This design comes from an exercise in tuning for small area, a short achievable clock period and few clock cycles per item on the open sky130 flow, not from production work. No functional check of the RTL was part of any run shown here.

==> flow/design.v, too long to show whole: its modules and the start of the top module <==
// module complex_multiplier: 1452 lines
module complex_multiplier #(
    parameter INT_WIDTH = 8,
    parameter FRAC_WIDTH = 8
) (
    input wire clk,
    input wire rst,
    input wire signed [INT_WIDTH+FRAC_WIDTH-1:0] a_real,
    input wire signed [INT_WIDTH+FRAC_WIDTH-1:0] a_imag,
    input wire signed [INT_WIDTH+FRAC_WIDTH-1:0] b_real,
    input wire signed [INT_WIDTH+FRAC_WIDTH-1:0] b_imag,
    output reg signed [INT_WIDTH+FRAC_WIDTH-1:0] out_real,
    output reg signed [INT_WIDTH+FRAC_WIDTH-1:0] out_imag,
    input wire start,
    output reg done
);
  // ...
==> flow/run.sh <==
#!/bin/bash
# synth_recipe.tcl (not shown) runs the flow's synth.tcl, then flattens the netlist and writes it again
# the make line also repeats each setting of config.mk as NAME=value (left out here)
make -C /OpenROAD-flow-scripts/flow DESIGN_CONFIG=/design/flow/config.mk WORK_HOME=/design/flow/orfs CLKGATE_MAP_FILE= SYNTH_SCRIPT=/design/flow/synth_recipe.tcl finish
==> flow/config.mk <==
export PLATFORM = sky130hd
export DESIGN_NAME = complex_multiplier
export DESIGN_NICKNAME = complex_multiplier
export VERILOG_FILES = /design/flow/design.v
export SDC_FILE = /design/flow/constraint.sdc
export NUM_CORES = 4
export LEC_CHECK = 0
export CAP_MARGIN = 20
export CORE_MARGIN = 2
export CORE_UTILIZATION = 40
export SLEW_MARGIN = 20
==> flow/constraint.sdc <==
create_clock -name core_clock -period 10.0 [get_ports {clk}]
set_input_delay 2.0000 -clock core_clock [delete_from_list [all_inputs] [get_ports {clk}]]
set_output_delay 2.0000 -clock core_clock [all_outputs]
set_load 0.01 [all_outputs]
==> summary.txt, run 1 <==
Logic synthesis
  • Most area-hungry cell type in the Yosys netlist: fa_1
  • Yosys top cell area share: 0.2641
  • Synth Area in XOR/XNOR: 0.05381
  • Synth unique cells: between 60 and 70
  • Ys flop type: dfxtp_1
  • Synthesized flop and latch total: 33
  • Mux share of post-synthesis cell area: 0.005381
  • Syn avg cell area: 7.174 µm²

Drt
  • Met3 WL post-DR: 16.96 mm
  • Drt wl/cell: about 28 µm
  • Highest routed layer: met5

CTS
  • H-tree lvl count: 2
  • Worst-path clk slew: 0.06 ns
  • CTS root buffer: clkbuf_16
  • Longest Clk Path Bufs: 2
  • Post-CTS Setup Inserts: 0

Critical path
  • Cell mode on critical path: fa_1
  • Crit. Startpoint: b_imag[2]
  • WP depth: 21
  • CP delay by family, top: adder cells
  • Worst Path Max Fanout: 17

Timing
  • Final slew viol count: 0
  • Endpoints failing hold: 0
  • RSZ-0062 raised after global routing: false
  • Tcrit/Tclk final: 0.9136
  • Post-layout min period: 9.136 ns

GRT
  • GRT Total Usage: 0.3508
  • Met2 GRT Util: 0.5027

Finish
  • Final instance count without filler cells: 4,539
  • Layout cells sized above 1: 0.06569
  • Inverters: 410

Status
  • Status: timing/DRC/antenna clean

Placement
  • DP Worst Slack: 0.6614 ns

Floorplan
  • Die ar.: approximately 71,000 µm²
==> run 2, diff against run 1 <==
--- a/flow/design.v
+++ b/flow/design.v
@@ -3,18 +3,18 @@
     parameter FRAC_WIDTH = 8
 ) (
     input wire clk,
     input wire rst,
     input wire signed [INT_WIDTH+FRAC_WIDTH-1:0] a_real,
     input wire signed [INT_WIDTH+FRAC_WIDTH-1:0] a_imag,
     input wire signed [INT_WIDTH+FRAC_WIDTH-1:0] b_real,
     input wire signed [INT_WIDTH+FRAC_WIDTH-1:0] b_imag,
-    output reg signed [INT_WIDTH+FRAC_WIDTH-1:0] out_real,
-    output reg signed [INT_WIDTH+FRAC_WIDTH-1:0] out_imag,
+    output wire signed [INT_WIDTH+FRAC_WIDTH-1:0] out_real,
+    output wire signed [INT_WIDTH+FRAC_WIDTH-1:0] out_imag,
     input wire start,
     output reg done
 );
   wire one1 = b_real[0] ^ 1'b0;
   wire two2 = (b_real[1] & ~b_real[0] & ~1'b0) | (~b_real[1] & b_real[0] & 1'b0);
   wire one3 = b_real[2] ^ b_real[1];
   wire two4 = (b_real[3] & ~b_real[2] & ~b_real[1]) | (~b_real[3] & b_real[2] & b_real[1]);
   wire one5 = b_real[4] ^ b_real[3];
@@ -1436,17 +1436,25 @@
   wire s1417 = s1351 ^ c1384 ^ s1385;
   wire c1418 = (s1351 & c1384) | (s1351 & s1385) | (c1384 & s1385);
   wire s1419 = c1352 ^ s1387 ^ c1386;
   wire c1420 = (c1352 & s1387) | (c1352 & c1386) | (s1387 & c1386);
   always @(posedge clk or posedge rst) begin
     if (rst) done <= 1'b0;
     else done <= start;
   end
-  wire [15:0] re_r0 = {c736, c734, c732, c730, c728, c726, c724, c722, c720, c718, c716, c714, c712, c710, c708, s707};
-  wire [15:0] re_r1 = {s737, s735, s733, s731, s729, s727, s725, s723, s721, s719, s717, s715, s713, s711, s709, s675};
-  wire [15:0] im_r0 = {c1418, c1416, c1414, c1412, c1410, c1408, c1406, c1404, c1402, c1400, c1398, c1396, c1394, c1392, c1390, s1389};
-  wire [15:0] im_r1 = {s1419, s1417, s1415, s1413, s1411, s1409, s1407, s1405, s1403, s1401, s1399, s1397, s1395, s1393, s1391, s1357};
+  wire [15:0] re_d0 = {c736, c734, c732, c730, c728, c726, c724, c722, c720, c718, c716, c714, c712, c710, c708, s707};
+  reg [15:0] re_q0;
+  wire [15:0] re_d1 = {s737, s735, s733, s731, s729, s727, s725, s723, s721, s719, s717, s715, s713, s711, s709, s675};
+  reg [15:0] re_q1;
+  wire [15:0] im_d0 = {c1418, c1416, c1414, c1412, c1410, c1408, c1406, c1404, c1402, c1400, c1398, c1396, c1394, c1392, c1390, s1389};
+  reg [15:0] im_q0;
+  wire [15:0] im_d1 = {s1419, s1417, s1415, s1413, s1411, s1409, s1407, s1405, s1403, s1401, s1399, s1397, s1395, s1393, s1391, s1357};
+  reg [15:0] im_q1;
   always @(posedge clk) begin
-    out_real <= re_r0 + re_r1;
-    out_imag <= im_r0 + im_r1;
+    re_q0 <= re_d0;
+    re_q1 <= re_d1;
+    im_q0 <= im_d0;
+    im_q1 <= im_d1;
   end
+  assign out_real = re_q0 + re_q1;
+  assign out_imag = im_q0 + im_q1;
 endmodule
==> summary.txt, run 2 <==
Status
  • Status: timing/DRC/antenna clean

Finish
  • # diodes: 0
  • Final instance count without filler cells: 4,740 (+4.4%)
  • Area growth, synth to finish: 3.563%
  • Layout cells sized above 1: 0.05792 (-0.007766)
  • Commonest non-fill, non-tap cell in the layout: a21oi_1
  • Final instance area: 30,260 µm²
  • FILL cells: 7,584
  • Most frequent cells in the layout: a21oi_1 (427), inv_1 (414), fa_1 (365)
  • Footprint of the multi-input gates: 24,230 µm²
  • NumNets Final: about 4,300
  • Register Area: 1306 µm²
  • Final Util: 0.4168

Logic synthesis
  • Yosys top cell area share: 0.2501 (-0.01394)
  • Synth unique cells: 67 (-1.5%)
  • YS warnings: 1
  • Most area-hungry cell type in the Yosys netlist: fa_1
  • Synthesized flop and latch total: 65 (+97%)
  • Commonest cells in the netlist: a21oi_1 (427), inv_1 (415), clkbuf_1 (365), fa_1 (365), nand2_1 (343)
  • Gate Count Post-Synth: 4,089
  • Most common cell in the netlist: a21oi_1
  • Async SR Flop Fraction: 0.01538
  • Sequential area share after synthesis: 0.04471
  • Netlist Area Pre-Place: about 30,000 µm²
  • Syn avg cell area: 7.145 µm² (-0.41%)
  • Area contributors post-synth: fa_1 (25%), a21oi_1 (7.3%), inv_1 (5.3%), o21ai_0 (4.8%), ha_1 (4.8%)
  • Post-synth EDFFs: 0
  • Ys flop type: dfxtp_1
  • Syn Nets: roughly 4,600

CTS
  • CTS Hold Bufs: 0
  • CTS Buf Count: 9
  • Longest Clk Path Bufs: 2 (unchanged)
  • TritonCTS Sinks: 65
  • CTS root buffer: clkbuf_16
  • Worst-path clk slew: 0.06 ns (about the same)
  • CTS tree: done
  • H-tree lvl count: 3 (+1)
  • CTS resizes: 0
  • Post-CTS Setup Inserts: 0 (unchanged)

Floorplan
  • Die ar.: 75,210 µm² (+5.5%)
  • Std-Cell Rows: 99
  • Die width: 274.3 µm
  • Core area: around 73,000 µm²
  • I/O pin count: 100
  • Initial core utilization: 0.4025
  • Die height: 274.3 µm

Timing
  • Worst hold slack: roughly 1.7 ns
  • RSZ-0062 raised after global routing: false
  • F_max: 0.1297 GHz
  • Tcrit/Tclk final: 0.7707 (-0.1428)
  • Final setup viols: 0
  • Fin Setup TNS: 0 ns
  • Final WS setup: 2.293 ns
  • Slew @ Worst Pin: 1.120 ns
  • Rel. slew slack: 0.2514
  • Final slew viol count: 0 (unchanged)
  • Post-layout min period: 7.707 ns (-1.428 ns)
  • Endpoints failing hold: 0 (unchanged)

Critical path
  • Crit Path Class: input port to register
  • Cell Chain, Critical Path: clkdlybuf4s50_1, nand2_1, buf_4, a211oi_1, nor2_1, a221oi_1, fa_1, fa_1, inv_1, fa_1, inv_1, fa_1, inv_1, fa_1
  • Cell mode on critical path: fa_1
  • CP max stage delay: 1.16 ns
  • Crit end category: register
  • Crit path launch type: input port
  • Critical Path RT: 10.25 ns
  • CP max stage cell: clkdlybuf4s50_1
  • Worst Path Max Fanout: 24 (+7)
  • Data arrival, critical path: around 8 ns

Drt
  • Drt wl/cell: 27.40 µm (-1.5%)
  • Drt via density: around 6.4
  • Routed wire length: 129.9 mm
  • DRC viols: 0
  • Via count: between 30,000 and 40,000
  • DRT antenna net count: 0
  • Starting DRT DRC Count: 4,777
  • First drt pass iteration count: 8

Placement
  • DP Worst Slack: 2.069 ns (+1.408 ns)
  • Dpl hpwl: 92.35 mm
  • GPL Wtd Cong: 1.016
  • Placed Area: 29,950 µm²
  • Number of port buffers: 99
  • Placed cells: 4,724

GRT
  • Vias in the first global route: 27,340
  • GRT Total Usage: 0.3420 (-0.008827)
  • Global-route wire length before repair: between 150 and 200 mm
  • Largest net degree at the start of global routing: 167
  • Grt total ovfl: 0
  • Initial antenna violation count: 1

Flow run
  • # Max-Cap Violations: 0

Min path
  • Hold Crit Class: input port to asynchronous set/reset pin
==> run 2: cell count changes in the layout (fill, tap and decap cells not counted), moves of 12 or more <==
cell      previous run  this run
nand3_1              7        28
o311a_1             22        49
inv_1              402       414
o21ai_0            297       278
dfxtp_1             32        64
a211oi_1           137       124
a221oi_1           113        87
a21oi_1            352       427
a21o_1              31         9
o22ai_1            138       193
buf_4              149       115
xor2_1              72        46
nand2_1            279       343
==> run 2: logic make-up after synthesis <==
group / count (synthesis) / share of synthesized area
AND/OR/NAND/NOR: 841 / 0.1220
adder cells (fa/ha/maj): 576 / 0.3319
buffers and inverters: 962 / 0.1264
flip-flops: 65 / 0.04471
XOR/XNOR: 138 / 0.04231
multiplexers: 27 / 0.009893
AO/OA/AOI/OAI: 1480 / 0.3228
==> run 2: worst max-delay path by stage <==
stage / start / end / depth (start not counted)
3_3_place_gp: b_imag[4] / re_q1[9] / 14
4_1_cts: b_imag[4] / re_q1[9] / 14
3_5_place_dp: b_imag[4] / re_q1[9] / 14
6_report: b_imag[4] / re_q1[9] / 14
2_1_floorplan: b_imag[8] / im_q1[15] / 20
5_1_grt: b_imag[4] / re_q1[11] / 15
==> run 2: worst max-delay path: cells and delay by family <==
family / cells / cell delay, ns
buf+inv: 5 / 1.76
compound gates: 2 / 0.69
fa+ha+maj: 5 / 2.47
simple gates: 2 / 1.00
==> run 2: final cells by class <==
cell class                 instances  share of cell area
clock buffer                      10            0.007899
clock inverter                     6            0.002192
inverter                         430             0.05360
multi-input combinational       3062              0.8010
sequential                        65             0.04317
tap                              959             0.03966
timing repair buffer             208             0.05252
==> run 2: per-layer routing <==
| metal | track usage | up-vias | share of wire |
|---|---|---|---|
| met5 | 0 | - | 0 |
| met3 | 0.07128 | 409 | 0.13 |
| met1 | 0.4575 | 14427 | 0.38 |
| met2 | 0.4961 | 2216 | 0.41 |
| met4 | 0.2264 | 0 | 0.083 |
| li1 | - | 13474 | - |
==> run 3, diff against run 2 <==
--- a/flow/config.mk
+++ b/flow/config.mk
@@ -8,4 +8,5 @@
 export CAP_MARGIN = 20
 export CORE_MARGIN = 2
 export CORE_UTILIZATION = 40
+export SETUP_SLACK_MARGIN = 3
 export SLEW_MARGIN = 20
==> summary.txt, run 3 <==
Logic synthesis
  • Sequential area share after synthesis: 0.04471 (unchanged)
  • Synthesized flop and latch total: 65 (unchanged)
  • Area contributors post-synth: fa_1 (25%), a21oi_1 (7.3%), inv_1 (5.3%), o21ai_0 (4.8%), ha_1 (4.8%)
  • Mux share of post-synthesis cell area: 0.009893 (unchanged)
  • Ys flop type: dfxtp_1
  • Adder-cell share of the synthesized area: 0.3319 (unchanged)
  • Async SR Flop Fraction: 0.01538 (unchanged)
  • Syn Nets: 4,632 (unchanged)
  • Netlist Area Pre-Place: 29,210 µm² (unchanged)
  • Gate Count Post-Synth: 4,089 (unchanged)
  • Most common cell in the netlist: a21oi_1
  • Syn avg cell area: 7.145 µm² (unchanged)
  • Compound-Gate Fraction of Synth Area: 0.3228 (unchanged)
  • Synth Area in XOR/XNOR: 0.04231 (unchanged)
  • Most area-hungry cell type in the Yosys netlist: fa_1
  • Synth unique cells: 67 (unchanged)
  • Largest family of logic cells by synthesized area: adder cells
  • Simple-gate share of the synthesized area: 0.1220 (unchanged)
  • Post-synth EDFFs: 0 (unchanged)
  • Commonest cells in the netlist: a21oi_1 (427), inv_1 (415), clkbuf_1 (365), fa_1 (365), nand2_1 (343)
  • Yosys top cell area share: 0.2501 (unchanged)
  • YS warnings: 1 (unchanged)

Drt
  • Routed wire length: 130.4 mm (+0.37%)
  • Starting DRT DRC Count: 4,644 (-2.8%)
  • Via count: 30,719 (+0.63%)
  • DRC viols: 0 (unchanged)
  • Drt via density: 6.466 (+0.40%)
  • Drt wl/cell: 27.44 µm (+0.14%)
  • DRT antenna net count: 0 (unchanged)
  • First drt pass iteration count: 7 (-1)

Timing
  • Final setup viols: 0 (unchanged)
  • Fin Setup TNS: 0 ns (unchanged)
  • F_max: 0.1433 GHz (+10%)
  • Tcrit/Tclk final: 0.6976 (-0.07310)
  • Final slew viol count: 0 (unchanged)
  • Slew @ Worst Pin: 1.062 ns (-0.05766 ns)
  • Post-layout min period: 6.976 ns (-0.7310 ns)
  • RSZ-0062 raised after global routing: true
  • Endpoints failing hold: 0 (unchanged)
  • Worst hold slack: 1.749 ns (-0.00004000 ns)
  • Rel. slew slack: 0.2917 (+0.04025)

Critical path
  • Worst Path Max Fanout: 43 (+79%)
  • Crit path launch type: input port
  • Crit end category: register
  • CP max stage cell: buf_4
  • Data arrival, critical path: 7.23 ns (-0.73 ns)
  • Critical Path RT: 10.25 ns (about the same)
  • Crit Path Class: input port to register
  • Cell Chain, Critical Path: buf_2, buf_4, nor2_2, buf_4, a22oi_1, o21ai_0, fa_1, fa_1, fa_1, fa_1, xnor2_1, xnor2_1, xnor2_1, xnor2_1, xnor2_1, xnor3_1
  • CP max stage delay: 0.60 ns (-0.56 ns)
  • Cell mode on critical path: xnor2_1
  • Crit. Startpoint: b_real[5]

Finish
  • NumNets Final: 4,328 (+0.21%)
  • Layout cells sized above 1: 0.06544 (+0.007514)
  • Most frequent cells in the layout: a21oi_1 (427), inv_1 (412), fa_1 (365)
  • Commonest non-fill, non-tap cell in the layout: a21oi_1
  • Area growth, synth to finish: 4.073%

CTS
  • CTS root buffer: clkbuf_16
  • TritonCTS Sinks: 65 (unchanged)
  • Longest Clk Path Bufs: 2 (unchanged)
  • H-tree lvl count: 3 (unchanged)
  • Worst-path clk slew: 0.06 ns (about the same)
  • CTS Buf Count: 9 (unchanged)
  • CTS tree: done
  • CTS Hold Bufs: 0 (unchanged)

Floorplan
  • Die height: 274.3 µm (unchanged)
  • Initial core utilization: 0.4025 (unchanged)
  • Die ar.: 75,210 µm² (unchanged)
  • I/O pin count: 100 (unchanged)
  • Core area: 72,590 µm² (unchanged)
  • Std-Cell Rows: 99 (unchanged)
  • Die width: 274.3 µm (unchanged)

GRT
  • Largest net degree at the start of global routing: 167 (unchanged)
  • GRT Total Usage: 0.3429 (+0.0009006)
  • Grt total ovfl: 0 (unchanged)
  • Global-route wire length before repair: 190.5 mm (+0.13%)
  • Initial antenna violation count: 2 (+1)
  • Vias in the first global route: 27,301 (-0.14%)

Placement
  • Dpl hpwl: 92.35 mm (unchanged)
  • GPL Wtd Cong: 1.016 (unchanged)
  • Number of port buffers: 99 (unchanged)

Flow run
  • # Max-Cap Violations: 0 (unchanged)

Status
  • Status: timing/DRC/antenna clean

Min path
  • Hold Crit Class: input port to asynchronous set/reset pin
## run 3: cell counts after synthesis
No cell type changed its count.
## run 3: cell families (layout without fill, tap and decap cells)
logic type | Yosys count | in the layout
other | 0 | 2
XOR/XNOR | 138 | 138
AND/OR/NAND/NOR | 841 | 841
AO/OA/AOI/OAI | 1480 | 1480
flip-flops | 65 | 65
multiplexers | 27 | 27
adder cells (fa/ha/maj) | 576 | 576
buffers and inverters | 962 | 663
## run 3: worst paths after layout
check / end / slack, ns / depth (start not counted)
setup / recovery: im_q1[15] / 3.02 / 16
hold / removal: done / 1.75 / 2
max in group asynchronous: done / 8.16 / 2
min in group core_clock: done / 2.06 / 1
## run 3: metal layers
metal | vias up | track usage | wire [µm]
li1 | 13509 | - | -
met1 | 14606 | 0.4581 | 49210
met2 | 2192 | 0.4973 | 53780
met3 | 412 | 0.07680 | 16760
met4 | 0 | 0.2201 | 10620
met5 | - | 0 | 0
## run 3: per-stage QoR
step / worst slack, ns / instances / area [µm²] / utilization
3_3_place_gp: 2.158 / 4724 / 29950 / 0.4126
2_1_floorplan: 3.598 / 4089 / 29210 / -
4_1_cts: 3.002 / 4740 / 30290 / 0.4173
3_5_place_dp: 2.069 / 4724 / 29950 / 0.4126
5_1_grt: 2.804 / 4750 / 30400 / 0.4188
6_report: 3.024 / 4751 / 30400 / 0.4189
## run 3: worst max-delay path: cells and delay by family
family	cells	cell delay, ns
xor+xnor	6	1.13
fa+ha+maj	4	2.02
compound gates	2	0.54
simple gates	1	0.07
buf+inv	3	1.38
## run 3: final cells by class
| cell class | instances | area [µm²] |
|---|---|---|
| Fill cell | 7573 | 42180 |
| Multi-Input combinational cell | 3062 | 24290 |
| Timing Repair Buffer | 217 | 1672 |
| Inverter | 430 | 1629 |
| Sequential cell | 65 | 1306 |
| Tap cell | 959 | 1200 |
| Clock buffer | 10 | 239.0 |
| Clock inverter | 6 | 66.31 |
| Antenna cell | 2 | 5.005 |
## run 3: repair_timing
action / CTS / global route
pin swaps: 0 / 1
resized for setup: 17 / 13
endpoints found under the setup margin: 46 / 28
setup buffers: 0 / 9
==> run 4, diff against run 3 <==
--- a/flow/config.mk
+++ b/flow/config.mk
@@ -5,6 +5,7 @@
 export SDC_FILE = /design/flow/constraint.sdc
 export NUM_CORES = 4
 export LEC_CHECK = 0
+export ABC_AREA = 1
 export CAP_MARGIN = 20
 export CORE_MARGIN = 2
 export CORE_UTILIZATION = 40
==> summary.txt, run 4 <==
Critical path
  • CP max stage cell: nor2_1
  • Cell mode on critical path: fa_1
  • Crit end category: register
  • Crit path launch type: input port
  • Data arrival, critical path: 7.24 ns (about the same)
  • Crit Path Class: input port to register
  • Cell Chain, Critical Path: clkdlybuf4s50_1, buf_4, nor2_1, nor2_1, clkinvlp_4, buf_4, buf_4, o22ai_1, xor2_1, fa_1, fa_1, fa_1, inv_1, fa_1, inv_1, fa_1, inv_1, fa_1
  • CP max stage delay: 0.58 ns (-0.02 ns)
  • Worst Path Max Fanout: 10 (-77%)
  • Critical Path RT: 10.28 ns (+0.03 ns)

Floorplan
  • Die width: 237.4 µm (-13%)
  • Core area: 53,810 µm² (-26%)
  • Std-Cell Rows: 85 (-14%)
  • Die height: 237.4 µm (-13%)
  • Die ar.: 56,370 µm² (-25%)
  • I/O pin count: 100 (unchanged)
  • Initial core utilization: 0.4050 (+0.002550)

Timing
  • Slew @ Worst Pin: 1.094 ns (+0.03186 ns)
  • Rel. slew slack: 0.2677 (-0.02401)
  • Post-layout min period: 6.965 ns (-0.01150 ns)
  • Final setup viols: 0 (unchanged)
  • Final WS setup: 3.035 ns (+0.01150 ns)
  • Tcrit/Tclk final: 0.6965 (-0.001150)
  • F_max: 0.1436 GHz (+0.17%)
  • Final slew viol count: 0 (unchanged)
  • Endpoints failing hold: 0 (unchanged)
  • Fin Setup TNS: 0 ns (unchanged)
  • Worst hold slack: 1.749 ns (-0.0008100 ns)
  • RSZ-0062 raised after global routing: true

Finish
  • # diodes: 0 (-2)
  • Most frequent cells in the layout: inv_1 (482), xor2_1 (464), o22ai_1 (410)
  • Final Util: 0.4474 (+0.02850)
  • NumNets Final: 3,172 (-27%)
  • Area growth, synth to finish: 10.45%
  • Layout cells sized above 1: 0.06986 (+0.004420)
  • Register Area: 1306 µm² (unchanged)
  • Footprint of the multi-input gates: 17,710 µm² (-27%)
  • Commonest non-fill, non-tap cell in the layout: inv_1
  • FILL cells: 5,319 (-30%)

Logic synthesis
  • Yosys top cell area share: 0.3352 (+0.08513)
  • Gate Count Post-Synth: 2,631 (-36%)
  • Syn Nets: 3,174 (-31%)
  • Sequential area share after synthesis: 0.05993 (+0.01522)
  • YS warnings: 1 (unchanged)
  • Synth unique cells: 47 (-30%)
  • Commonest cells in the netlist: inv_1 (498), xor2_1 (464), o22ai_1 (410)
  • Synthesized flop and latch total: 65 (unchanged)
  • Area contributors post-synth: fa_1 (34%), xor2_1 (19%), o22ai_1 (12%), inv_1 (8.6%), ha_1 (6.4%)
  • Post-synth EDFFs: 0 (unchanged)
  • Syn avg cell area: 8.284 µm² (+16%)
  • Most area-hungry cell type in the Yosys netlist: fa_1
  • Async SR Flop Fraction: 0.01538 (unchanged)
  • Ys flop type: dfxtp_1
  • Most common cell in the netlist: inv_1
  • Netlist Area Pre-Place: 21,800 µm² (-25%)

Drt
  • DRC viols: 0 (unchanged)
  • Starting DRT DRC Count: 2,418 (-48%)
  • DRT antenna net count: 0 (unchanged)
  • Drt via density: 6.120 (-5.4%)
  • First drt pass iteration count: 8 (+1)
  • Drt wl/cell: 27.09 µm (-1.3%)
  • Via count: 20,379 (-34%)
  • Routed wire length: 90.22 mm (-31%)

Status
  • Status: timing/DRC/antenna clean

Placement
  • Number of port buffers: 99 (unchanged)
  • DP Worst Slack: 2.053 ns (-0.01604 ns)
  • Dpl hpwl: 62.86 mm (-32%)
  • GPL Wtd Cong: 1.006 (-0.98%)

CTS
  • CTS Buf Count: 9 (unchanged)
  • TritonCTS Sinks: 65 (unchanged)
  • Worst-path clk slew: 0.07 ns (about the same)
  • CTS root buffer: clkbuf_16
  • H-tree lvl count: 3 (unchanged)
  • CTS tree: done
  • Longest Clk Path Bufs: 2 (unchanged)

GRT
  • GRT Total Usage: 0.3211 (-0.02181)
  • Global-route wire length before repair: 132.7 mm (-30%)
  • Grt total ovfl: 0 (unchanged)
  • Vias in the first global route: 21,012 (-23%)
  • Initial antenna violation count: 1 (-1)
  • Largest net degree at the start of global routing: 33 (-80%)

Min path
  • Hold Crit Class: input port to asynchronous set/reset pin

Flow run
  • # Max-Cap Violations: 0 (unchanged)
run 4: logic make-up (layout without fill, tap and decap cells):
kind of cell	Yosys count	after routing	synth area share
DFF	65	65	0.05993
buffers and inverters	733	736	0.1321
xor gates and xnor gates	479	479	0.1925
adders and majority gates	476	476	0.3990
muxes	1	1	0.0004593
and+or+nand+nor	348	348	0.06676
AOI/OAI and AO/OA	529	529	0.1493
run 4: worst max path at each step:
stage | from | endpoint | slack (ns) | cells past startpoint
finish | b_real[13] | re_q1[11] | 3.04 | 18
global placement | b_real[9] | re_q1[5] | 2.08 | 14
CTS | a_real[0] | re_q1[6] | 3.00 | 12
detailed placement | b_real[9] | re_q1[6] | 2.05 | 14
global route | b_real[13] | re_q1[8] | 2.96 | 18
floorplan | b_imag[3] | im_q1[9] | 3.73 | 17
run 4: cell type report:
class,count,area share
Sequential cell,65,0.05426
Clock inverter,5,0.003274
Tap cell,696,0.03617
Multi-Input combinational cell,1833,0.7358
Clock buffer,11,0.01008
Timing Repair Buffer,195,0.07562
Inverter,525,0.08482
run 4: critical path, delay by kind of cell:
family,cells,cell delay [ns]
compound gates,1,0.17
fa+ha+maj,6,2.64
xor+xnor,1,0.21
simple gates,2,0.67
buf+inv,8,1.54
run 4: routing by layer:
layer  global-route usage  routed length [µm]  share of wire  up-vias
li1                     -                   -              -     8374
met1               0.3989               33630           0.37     9968
met2               0.4785               37680           0.42     1576
met3              0.09743               11450           0.13      459
met4               0.2207                7447          0.083        2
met5                    0                  13        0.00014        -
run 4: timing repair:
| item | in CTS | in global routing |
|---|---|---|
| setup buffers | 11 | 7 |
| pin swaps | 0 | 1 |
| hold buffers | 0 | 0 |
| gates resized for setup | 19 | 47 |
| setup endpoints to repair | 49 | 37 |
| gates cloned | 0 | 1 |
run 4: metrics by stage:
stage                     std cells  instance area, µm²
after global placement         3295               23380
after floorplan                2631               21800
after CTS                      3322               23860
final                          3330               24070
after global routing           3330               24070
after detailed placement       3295               23380

==> afterwards: timing with drivers on the ports <==
No port has a modelled driver above. Below, the same layouts with a new extraction and two added sets of constraints.
Step 1, drivers: a clkbuf_16 drives clk and a buf_2 each remaining input, both assumed.
Step 2 adds t to the input delays and takes it off the output delays; t is the mean of the earliest and latest rising clock arrival at the registers after step 1. Input paths then give back, and output paths get back, about the clock's delay inside the block.
Three values: ideal, step 1, step 2; two values: the first two.
| run | t, ns | slack for setup (ns) | hold WS [ns] | cell pins on the clock port's net |
|---|---|---|---|---|
| run 1 | 0.353 | 0.864 / 0.895 / 0.541 | 1.832 / 1.803 / 2.156 | 1 |
| run 2 | 0.445 | 2.293 / 2.312 / 1.868 | 1.750 / 1.701 / 2.145 | 1 |
| run 3 | 0.443 | 3.024 / 3.072 / 2.629 | 1.749 / 1.703 / 2.146 | 1 |
| run 4 | 0.439 | 3.035 / 3.068 / 2.629 | 1.749 / 1.714 / 2.153 | 1 |
After both steps every run listed still meets setup and hold. The setup slack of run 2, which loses most, moves by +0.019 ns with the drivers and by -0.425 ns with both steps.
